Context: an optimization exercise on an open-source flow, tuned for small area, a short achievable clock period and few clock cycles per item. The choices shown serve that exercise and are no tape-out recipe. Where RTL was checked, it was by simulation tests only, not by an equivalence proof against the original. No activity file was given, so power comes from the tool's default toggle rates.

job 901:
==> module cache_controller, before the edit <==
module cache_controller (
    input clock,
    input reset,
    input read,
    input write,
    input [7:0] address,
    input [7:0] writedata,
    input mem_BUSY,
    input [31:0] mem_readdata,
    output reg [7:0] readdata,
    output reg mem_read, mem_write,
    output reg BUSY,
    output reg [5:0] mem_address,
    output reg [31:0] mem_writedata
);
    reg        cache_VALID [7:0];
    reg        cache_DIRTY [7:0];
    reg [2:0]  cache_TAG   [7:0];
    reg [31:0] cache_DATA  [7:0];
    integer i;
    wire [2:0] idx = address[4:2];
    wire       req = read | write;
    wire        VALID = cache_VALID[idx];
    wire        DIRTY = cache_DIRTY[idx];
    wire [2:0]  TAG   = cache_TAG[idx];
    wire [31:0] DATA  = cache_DATA[idx];
    wire        HIT   = VALID && (TAG == address[7:5]);
    reg st_rd, st_wb, done;
    wire idle = !(st_rd | st_wb | done);
    reg  [2:0] lidx;
    reg  [1:0] bsel;
    reg        wbyte;
    reg  [7:0]  cache_byte, mem_byte;
    always @(*) begin
        case (address[1:0])
            2'd0: begin cache_byte = DATA[7:0];   mem_byte = mem_readdata[7:0];   end
            2'd1: begin cache_byte = DATA[15:8];  mem_byte = mem_readdata[15:8];  end
            2'd2: begin cache_byte = DATA[23:16]; mem_byte = mem_readdata[23:16]; end
            default: begin cache_byte = DATA[31:24]; mem_byte = mem_readdata[31:24]; end
        endcase
    end
    wire miss_clean = idle && req && !HIT && !DIRTY;
    wire miss_dirty = idle && req && !HIT && DIRTY;
    wire rd_next = miss_clean | (st_wb & !mem_BUSY) | (st_rd & mem_BUSY);
    wire wb_next = miss_dirty | (st_wb & mem_BUSY);
    always @(posedge clock or posedge reset) begin
        if (reset) begin
            st_rd <= 1'b0;
            st_wb <= 1'b0;
            done  <= 1'b0;
        end else begin
            st_rd <= rd_next;
            st_wb <= wb_next;
            done  <= (idle & req & HIT) | (st_rd & !mem_BUSY);
        end
    end
    always @(posedge clock) begin
        mem_read  <= !reset & rd_next;
        mem_write <= !reset & wb_next;
    end
    always @(posedge clock) begin
        BUSY <= st_rd ? mem_BUSY : !(idle & HIT);
        readdata <= st_rd ? mem_byte : cache_byte;
        mem_writedata <= DATA;
        lidx <= idx;
        bsel <= address[1:0];
        wbyte <= write & ((idle & req & HIT) | (st_rd & !mem_BUSY));
        mem_address[2:0] <= idx;
        mem_address[5:3] <= ((idle & DIRTY) | (st_wb & mem_BUSY)) ? TAG : address[7:5];
    end
    always @(posedge clock) begin
        if (reset) begin
            for (i = 0; i < 8; i = i + 1) begin
                cache_VALID[i] <= 1'b0;
                cache_DIRTY[i] <= 1'b0;
            end
        end else if (st_rd) begin
            cache_VALID[lidx] <= 1'b1;
            cache_DIRTY[lidx] <= 1'b0;
            cache_TAG[lidx]   <= address[7:5];
        end else if (wbyte) begin
            cache_DIRTY[lidx] <= 1'b1;
        end
    end
    always @(posedge clock) begin
        if (st_rd) begin
            cache_DATA[lidx] <= mem_readdata;
        end else if (wbyte) begin
            case (bsel)
                2'd0: cache_DATA[lidx][7:0]   <= writedata;
                2'd1: cache_DATA[lidx][15:8]  <= writedata;
                2'd2: cache_DATA[lidx][23:16] <= writedata;
                default: cache_DATA[lidx][31:24] <= writedata;
            endcase
        end
    end
endmodule
==> flow/config.mk <==
export PLATFORM = sky130hd
export DESIGN_NAME = cache_controller
export DESIGN_NICKNAME = cache_controller
export VERILOG_FILES = /design/flow/design.v
export SDC_FILE = /design/flow/constraint.sdc
export NUM_CORES = 4
export LEC_CHECK = 0
export CAP_MARGIN = 20
export CORE_MARGIN = 2
export CORE_UTILIZATION = 60
export CTS_BUF_LIST = sky130_fd_sc_hd__clkbuf_8
export CTS_CLUSTER_DIAMETER = 50
export CTS_CLUSTER_SIZE = 15
export PLACE_DENSITY = 0.75
export SETUP_SLACK_MARGIN = 3.65
export SLEW_MARGIN = 20
==> flow/constraint.sdc <==
create_clock -name core_clock -period 6.0 [get_ports {clock}]
set_input_delay 1.2000 -clock core_clock [delete_from_list [all_inputs] [get_ports {clock}]]
set_output_delay 1.2000 -clock core_clock [all_outputs]
set_load 0.01 [all_outputs]
standard.sh (not shown) runs the stock make flow with config.mk's settings and CLKGATE_MAP_FILE= SYNTH_SCRIPT=/design/flow/synth_recipe.tcl, a recipe that flattens the netlist after the stock synthesis.
==> flow/flow/run.sh <==
#!/bin/bash
# Standard layout, with the ports buffered by a small plain buffer instead of
# the delay cell buffer_ports picks by default.
cp standard.sh standard_sh_copy.log
export BUFFER_PORTS_ARGS="-buffer_cell sky130_fd_sc_hd__buf_2"
bash standard.sh > standard.log 2>&1
Testbench counts of job 901, summed over its fixed seeds: cycles 16,144, requests 4,800.
## Diff of input files: job 116 against job 901
==> flow/design.v, changed modules only <==
module cache_controller (
    input clock,
    input reset,
    input read,
    input write,
    input [7:0] address,
    input [7:0] writedata,
    input mem_BUSY,
    input [31:0] mem_readdata,
    output reg [7:0] readdata,
    output reg mem_read, mem_write,
    output reg BUSY,
    output reg [5:0] mem_address,
    output reg [31:0] mem_writedata
);
    reg        cache_VALID [7:0];
    reg        cache_DIRTY [7:0];
    reg [2:0]  cache_TAG   [7:0];
    reg [31:0] cache_DATA  [7:0];
    integer i;
    wire [2:0] idx = address[4:2];
    wire       req = read | write;
    wire        VALID = cache_VALID[idx];
    wire        DIRTY = cache_DIRTY[idx];
    wire [2:0]  TAG   = cache_TAG[idx];
    wire [31:0] DATA  = cache_DATA[idx];
    wire        HIT   = VALID && (TAG == address[7:5]);
    reg done;
    wire idle = !(mem_read | mem_write | done);
    wire [2:0] lidx = mem_address[2:0];
    reg  [1:0] bsel;
    reg        wr;
    reg  [7:0]  cache_byte, mem_byte;
    always @(*) begin
        case (address[1:0])
            2'd0: begin cache_byte = DATA[7:0];   mem_byte = mem_readdata[7:0];   end
            2'd1: begin cache_byte = DATA[15:8];  mem_byte = mem_readdata[15:8];  end
            2'd2: begin cache_byte = DATA[23:16]; mem_byte = mem_readdata[23:16]; end
            default: begin cache_byte = DATA[31:24]; mem_byte = mem_readdata[31:24]; end
        endcase
    end
    wire miss_clean = idle && req && !HIT && !(VALID && DIRTY);
    wire miss_dirty = idle && req && !HIT && VALID && DIRTY;
    always @(posedge clock or posedge reset) begin
        if (reset) begin
            mem_read  <= 1'b0;
            mem_write <= 1'b0;
            done      <= 1'b0;
        end else begin
            mem_read  <= miss_clean | (mem_write & !mem_BUSY) | (mem_read & mem_BUSY);
            mem_write <= miss_dirty | (mem_write & mem_BUSY);
            done      <= (idle & req & HIT) | (mem_read & !mem_BUSY);
        end
    end
    always @(posedge clock) begin
        BUSY <= mem_read ? mem_BUSY : !(idle & HIT);
        readdata <= mem_read ? mem_byte : cache_byte;
        mem_writedata <= DATA;
        bsel <= address[1:0];
        wr <= write;
        mem_address[2:0] <= idx;
        mem_address[5:3] <= ((idle & VALID & DIRTY) | (mem_write & mem_BUSY)) ? TAG : address[7:5];
    end
    always @(posedge clock) begin
        if (reset) begin
            for (i = 0; i < 8; i = i + 1) begin
                cache_VALID[i] <= 1'b0;
                cache_DIRTY[i] <= 1'b0;
            end
        end else if (mem_read) begin
            cache_VALID[lidx] <= 1'b1;
            cache_DIRTY[lidx] <= 1'b0;
            cache_TAG[lidx]   <= address[7:5];
        end else if (done && wr) begin
            cache_DIRTY[lidx] <= 1'b1;
        end
    end
    always @(posedge clock) begin
        if (mem_read) begin
            cache_DATA[lidx] <= mem_readdata;
        end else if (done && wr) begin
            case (bsel)
                2'd0: cache_DATA[lidx][7:0]   <= writedata;
                2'd1: cache_DATA[lidx][15:8]  <= writedata;
                2'd2: cache_DATA[lidx][23:16] <= writedata;
                default: cache_DATA[lidx][31:24] <= writedata;
            endcase
        end
    end
endmodule
### Flow results
- When job 116 is measured against job 901, its area occupied by registers turns out 0.45% lower.
- Of job 116 and job 901, it is job 116 that has the higher total track usage.
- Route | job 116 vs job 901 | wire longer in job 116
- On clock network power: between job 116 and job 901, it ends up lower for job 901.
- For number of buffers created by CTS, job 116 and job 901 come out practically identical.
- Job 116 vs job 901 — pin slew with the least headroom to its limit rose 0.070 ns.
- Max net load switching power across job 116 and job 901: job 116
- Count of clock-net buffers in the final layout was lower in the run labelled job 116.
- Between job 116 and job 901, it is job 116 whose number of signal-net inverters in the final layout is lower, by 2.
- Looking at job 116 and job 901, the placement row count is a wash.
Testbench counts of job 116, summed over its fixed seeds: cycles 16,144, requests 4,800.

* * *

Another version of the RTL of cache_controller (not shown whole).
Size in the first run: about 1300 cells after synthesis, about 100 I/O pins, ~14000 um2 of cells after synthesis.
==> module cache_controller, before the edit <==
module cache_controller (
    input clock,
    input reset,
    input read,
    input write,
    input [7:0] address,
    input [7:0] writedata,
    input mem_BUSY,
    input [31:0] mem_readdata,
    output reg [7:0] readdata,
    output reg mem_read, mem_write,
    output reg BUSY,
    output reg [5:0] mem_address,
    output reg [31:0] mem_writedata
);
    reg        cache_VALID [7:0];
    reg        cache_DIRTY [7:0];
    reg [2:0]  cache_TAG   [7:0];
    reg [31:0] cache_DATA  [7:0];
    integer i;
    wire [2:0] idx = address[4:2];
    wire       req = read | write;
    wire        VALID = cache_VALID[idx];
    wire        DIRTY = cache_DIRTY[idx];
    wire [2:0]  TAG   = cache_TAG[idx];
    wire [31:0] DATA  = cache_DATA[idx];
    wire        HIT   = VALID && (TAG == address[7:5]);
    reg st_rd, st_wb, done;
    wire idle = !(st_rd | st_wb | done);
    wire [2:0] lidx = mem_address[2:0];
    reg  [1:0] bsel;
    reg        wr;
    reg  [7:0]  cache_byte, mem_byte;
    always @(*) begin
        case (address[1:0])
            2'd0: begin cache_byte = DATA[7:0];   mem_byte = mem_readdata[7:0];   end
            2'd1: begin cache_byte = DATA[15:8];  mem_byte = mem_readdata[15:8];  end
            2'd2: begin cache_byte = DATA[23:16]; mem_byte = mem_readdata[23:16]; end
            default: begin cache_byte = DATA[31:24]; mem_byte = mem_readdata[31:24]; end
        endcase
    end
    wire miss_clean = idle && req && !HIT && !DIRTY;
    wire miss_dirty = idle && req && !HIT && DIRTY;
    wire rd_next = miss_clean | (st_wb & !mem_BUSY) | (st_rd & mem_BUSY);
    wire wb_next = miss_dirty | (st_wb & mem_BUSY);
    always @(posedge clock or posedge reset) begin
        if (reset) begin
            st_rd <= 1'b0;
            st_wb <= 1'b0;
            done  <= 1'b0;
        end else begin
            st_rd <= rd_next;
            st_wb <= wb_next;
            done  <= (idle & req & HIT) | (st_rd & !mem_BUSY);
        end
    end
    always @(posedge clock) begin
        mem_read  <= !reset & rd_next;
        mem_write <= !reset & wb_next;
    end
    always @(posedge clock) begin
        BUSY <= st_rd ? mem_BUSY : !(idle & HIT);
        readdata <= st_rd ? mem_byte : cache_byte;
        mem_writedata <= DATA;
        bsel <= address[1:0];
        wr <= write;
        mem_address[2:0] <= idx;
        mem_address[5:3] <= ((idle & DIRTY) | (st_wb & mem_BUSY)) ? TAG : address[7:5];
    end
    always @(posedge clock) begin
        if (reset) begin
            for (i = 0; i < 8; i = i + 1) begin
                cache_VALID[i] <= 1'b0;
                cache_DIRTY[i] <= 1'b0;
            end
        end else if (st_rd) begin
            cache_VALID[lidx] <= 1'b1;
            cache_DIRTY[lidx] <= 1'b0;
            cache_TAG[lidx]   <= address[7:5];
        end else if (done && wr) begin
            cache_DIRTY[lidx] <= 1'b1;
        end
    end
    always @(posedge clock) begin
        if (st_rd) begin
            cache_DATA[lidx] <= mem_readdata;
        end else if (done && wr) begin
            case (bsel)
                2'd0: cache_DATA[lidx][7:0]   <= writedata;
                2'd1: cache_DATA[lidx][15:8]  <= writedata;
                2'd2: cache_DATA[lidx][23:16] <= writedata;
                default: cache_DATA[lidx][31:24] <= writedata;
            endcase
        end
    end
endmodule
Settings: LEC_CHECK=0, ABC_AREA=1, CAP_MARGIN=20, CORE_MARGIN=2, CORE_UTILIZATION=60, CTS_BUF_LIST=sky130_fd_sc_hd__clkbuf_8, CTS_CLUSTER_DIAMETER=50, CTS_CLUSTER_SIZE=15, PLACE_DENSITY=0.75, SETUP_SLACK_MARGIN=3.65, SLEW_MARGIN=20; clock period 6.0 ns.
Scripts as last shown in full above: flow/flow/run.sh
Rerun with:
--- a/flow/design.v
+++ b/flow/design.v
@@ -26,8 +26,8 @@
     wire [2:0]  TAG   = cache_TAG[idx];
     wire [31:0] DATA  = cache_DATA[idx];
     wire        HIT   = VALID && (TAG == address[7:5]);
-    reg st_rd, st_wb, done;
-    wire idle = !(st_rd | st_wb | done);
+    reg done;
+    wire idle = !(mem_read | mem_write | done);
     wire [2:0] lidx = mem_address[2:0];
     reg  [1:0] bsel;
     reg        wr;
@@ -42,31 +42,25 @@
     end
     wire miss_clean = idle && req && !HIT && !DIRTY;
     wire miss_dirty = idle && req && !HIT && DIRTY;
-    wire rd_next = miss_clean | (st_wb & !mem_BUSY) | (st_rd & mem_BUSY);
-    wire wb_next = miss_dirty | (st_wb & mem_BUSY);
     always @(posedge clock or posedge reset) begin
         if (reset) begin
-            st_rd <= 1'b0;
-            st_wb <= 1'b0;
-            done  <= 1'b0;
+            mem_read  <= 1'b0;
+            mem_write <= 1'b0;
+            done      <= 1'b0;
         end else begin
-            st_rd <= rd_next;
-            st_wb <= wb_next;
-            done  <= (idle & req & HIT) | (st_rd & !mem_BUSY);
+            mem_read  <= miss_clean | (mem_write & !mem_BUSY) | (mem_read & mem_BUSY);
+            mem_write <= miss_dirty | (mem_write & mem_BUSY);
+            done      <= (idle & req & HIT) | (mem_read & !mem_BUSY);
         end
     end
     always @(posedge clock) begin
-        mem_read  <= !reset & rd_next;
-        mem_write <= !reset & wb_next;
-    end
-    always @(posedge clock) begin
-        BUSY <= st_rd ? mem_BUSY : !(idle & HIT);
-        readdata <= st_rd ? mem_byte : cache_byte;
+        BUSY <= mem_read ? mem_BUSY : !(idle & HIT);
+        readdata <= mem_read ? mem_byte : cache_byte;
         mem_writedata <= DATA;
         bsel <= address[1:0];
         wr <= write;
         mem_address[2:0] <= idx;
-        mem_address[5:3] <= ((idle & DIRTY) | (st_wb & mem_BUSY)) ? TAG : address[7:5];
+        mem_address[5:3] <= ((idle & DIRTY) | (mem_write & mem_BUSY)) ? TAG : address[7:5];
     end
     always @(posedge clock) begin
         if (reset) begin
@@ -74,7 +68,7 @@
                 cache_VALID[i] <= 1'b0;
                 cache_DIRTY[i] <= 1'b0;
             end
-        end else if (st_rd) begin
+        end else if (mem_read) begin
             cache_VALID[lidx] <= 1'b1;
             cache_DIRTY[lidx] <= 1'b0;
             cache_TAG[lidx]   <= address[7:5];
@@ -83,7 +77,7 @@
         end
     end
     always @(posedge clock) begin
-        if (st_rd) begin
+        if (mem_read) begin
             cache_DATA[lidx] <= mem_readdata;
         end else if (done && wr) begin
             case (bsel)
Wire length climbs by 1.5%.
Setup slack is worse by 0.056 ns.
Cell count goes down by 0.34%.
Power came out lower by 3.5%.
Via count grows by 1.4%.
Clock power is lower by about 10%.
Count of clock-buffer cells in the layout goes down by 3.
Design area went down by 1.5%.
Utilization fell by 1.2 points.
Maximum frequency shrinks by 2.3%.
Combinational power came out higher by about 3%.
Non-clock buffer count went down by 2.
Worst hold slack gains 0.0052 ns.
No functional check of the RTL was part of any run of this note.

## afterwards: timing with drivers on the ports
The results above use ideal ports. As a check the final layouts listed here were re-extracted and re-timed, cells and wires unchanged. Step 1 sets driving cells, clkbuf_16 on the clock port and buf_2 on the other inputs (assumed; they add their load-dependent delay and slew). Step 2 moves the port delays by t, midway between the first and last clock arrival at a register: inputs arrive t later, outputs are due t later. That takes back most of the time a late clock gives input paths. Three values: no drivers, after step 1, after step 2; two values: the first two.
run	t (ns)	setup slack, ns	worst setup path at the end	clock arrival spread, ns
job 901	0.630	3.671 / 3.472 / 2.842	input to register	0.020 / 0.020
job 116	0.623	3.626 / 3.535 / 2.912	input to register	0.026 / 0.025
the first run of note 2	0.587	3.646 / 3.583 / 2.996	input to register	0.021 / 0.021
the second run of note 2	0.636	3.590 / 3.541 / 3.072	input to register	0.032 / 0.032
After both steps setup and hold are still met in every run listed. The setup slack of job 901, which loses most, moves by -0.199 ns with the drivers and by -0.829 ns with both steps.
